This design comes from an exercise in tuning for small area, a short achievable clock period and few clock cycles per item on the open sky130 flow, not from production work. Function was checked by simulation only, so behaviour that the tests miss may differ from the original.

## SHA256_controller
module SHA256_controller (
	input CLOCK_50,
	input calculate,
	input [95:0] data,
	input [255:0] midstate,
	input [255:0] target,
	output [31:0] good_nonce,
	output reg done
);
Size in the first run: ~6200 cells after synthesis, about 920 flip-flops, roughly 55000 um2 of cells after synthesis.
Settings: LEC_CHECK=0, CAP_MARGIN=20, CORE_MARGIN=2, CORE_UTILIZATION=40, SETUP_SLACK_MARGIN=5.0, SLEW_MARGIN=20; clock period 10.0 ns.
standard.sh (not shown) runs the stock make flow with config.mk's settings and CLKGATE_MAP_FILE= SYNTH_SCRIPT=/design/flow/synth_recipe.tcl, a recipe that flattens the netlist after the stock synthesis.
==> flow/flow/run.sh <==
#!/bin/bash
# The standard layout (the standard.sh: standard synthesis, floorplan, place,
# CTS, route, finish), with the port buffers made from buf_1 cells instead of
# the default choice, and timing repair aiming at 5.7 ns of setup slack.  make's full output goes to make.log in this folder;
# ORFS keeps each step's own log under orfs/logs.
set -euo pipefail
bash standard.sh BUFFER_PORTS_ARGS="-buffer_cell sky130_fd_sc_hd__buf_1" SETUP_SLACK_MARGIN=5.7 finish > make.log 2>&1
Testbench counts at the start, summed over its fixed seeds: cycles 1,043,776, nonces 8,126.
==> next run, changes <==
==> flow/run.sh (new file) <==
#!/bin/bash
# synth_recipe.tcl (not shown) runs the flow's synth.tcl, then flattens the netlist and writes it again
# the make line also repeats each setting of config.mk as NAME=value (left out here)
make -C /OpenROAD-flow-scripts/flow DESIGN_CONFIG=/design/flow/config.mk WORK_HOME=/design/flow/orfs CLKGATE_MAP_FILE= SYNTH_SCRIPT=/design/flow/synth_recipe.tcl finish
removed: flow/flow/run.sh
removed: flow/standard.sh
=>
- wire length went down by 0.60%
- global-route usage goes down by 0.18 points
==> next run, changes <==
==> flow/flow/run.sh (new file) <==
#!/bin/bash
# The standard layout (the standard.sh: standard synthesis, floorplan, place,
# CTS, route, finish), with the port buffers made from buf_1 cells instead of
# the default choice.  make's full output goes to make.log in this folder;
# ORFS keeps each step's own log under orfs/logs.
set -euo pipefail
bash standard.sh BUFFER_PORTS_ARGS="-buffer_cell sky130_fd_sc_hd__buf_1" finish > make.log 2>&1
==> flow/standard.sh (new file) <==
#!/bin/bash
# synth_recipe.tcl (not shown) runs the flow's synth.tcl, then flattens the netlist and writes it again
# the make line also repeats each setting of config.mk as NAME=value (left out here)
make -C /OpenROAD-flow-scripts/flow DESIGN_CONFIG=/design/flow/config.mk WORK_HOME=/design/flow/orfs CLKGATE_MAP_FILE= SYNTH_SCRIPT=/design/flow/synth_recipe.tcl "${@:-finish}"
Settings changed: CTS_BUF_LIST set to sky130_fd_sc_hd__clkbuf_8, CTS_CLUSTER_SIZE set to 40.
removed: flow/run.sh
What happened: Hold slack got worse by 6.7 ps. Setup slack is better by 17 ps. Area after synthesis is unchanged. Critical path depth goes down by 3. Register-to-register slack improved by 20 ps. Count of clock-buffer cells in the layout came out higher by 73.
==> next run, changes <==
==> flow/flow/run.sh (replaced) <==
#!/bin/bash
# The standard layout (the standard.sh: standard synthesis, floorplan, place,
# CTS, route, finish), with the port buffers made from buf_1 cells instead of
# the default choice, and timing repair aiming at 6.8 ns of setup slack.  make's full output goes to make.log in this folder;
# ORFS keeps each step's own log under orfs/logs.
set -euo pipefail
bash standard.sh BUFFER_PORTS_ARGS="-buffer_cell sky130_fd_sc_hd__buf_1" SETUP_SLACK_MARGIN=6.8 finish > make.log 2>&1
Settings changed: ABC_AREA set to 1, CTS_BUF_LIST sky130_fd_sc_hd__clkbuf_8 to unset, CTS_CLUSTER_SIZE 40 to unset, TNS_END_PERCENT set to 5.
Effect:
- core utilization rises by 5.0 points
- synthesized area increases by about 3%
- worst setup slack improved by 890 ps
- worst hold slack gets better by 11 ps
- wire length went up by about 26%
- final cell count increases by about 20%
- fmax climbs by 22%
- global-route usage went up by 7.3 points
- via count climbs by 19%

separate check: timing with driven ports:
How much do the figures lean on ideal ports? The routed layouts below were timed once more, with nothing changed but the port constraints.
Step 1 assumes that a clkbuf_16 drives the clock port and a buf_2 every other input.
Step 2 adds t to the input delays and takes it off the output delays; t is the mean of the earliest and latest rising clock arrival at the registers after step 1. Input paths then give back, and output paths get back, about the clock's delay inside the block.
Slacks: no drivers / after step 1 / after step 2; pairs: no drivers / after step 1.
run	t (ns)	slack for setup (ns)	worst setup path after step 2	slew at the worst register clock pin (ns)	cell pins on the clock port's net
the first run	0.814	5.502 / 5.502 / 5.220	input to register	0.07 / 0.07	1
the second run	0.795	5.099 / 5.099 / 4.764	input to register	0.08 / 0.08	1
the third run	0.995	5.117 / 5.117 / 5.074	input to register	0.07 / 0.07	1
the fourth run	0.841	6.005 / 6.005 / 5.582	input to register	0.07 / 0.07	1
After both steps every run listed still meets setup and hold. For the fourth run, which loses most, drivers alone change the setup slack by 0.000 ns; drivers and shift together by -0.423 ns.
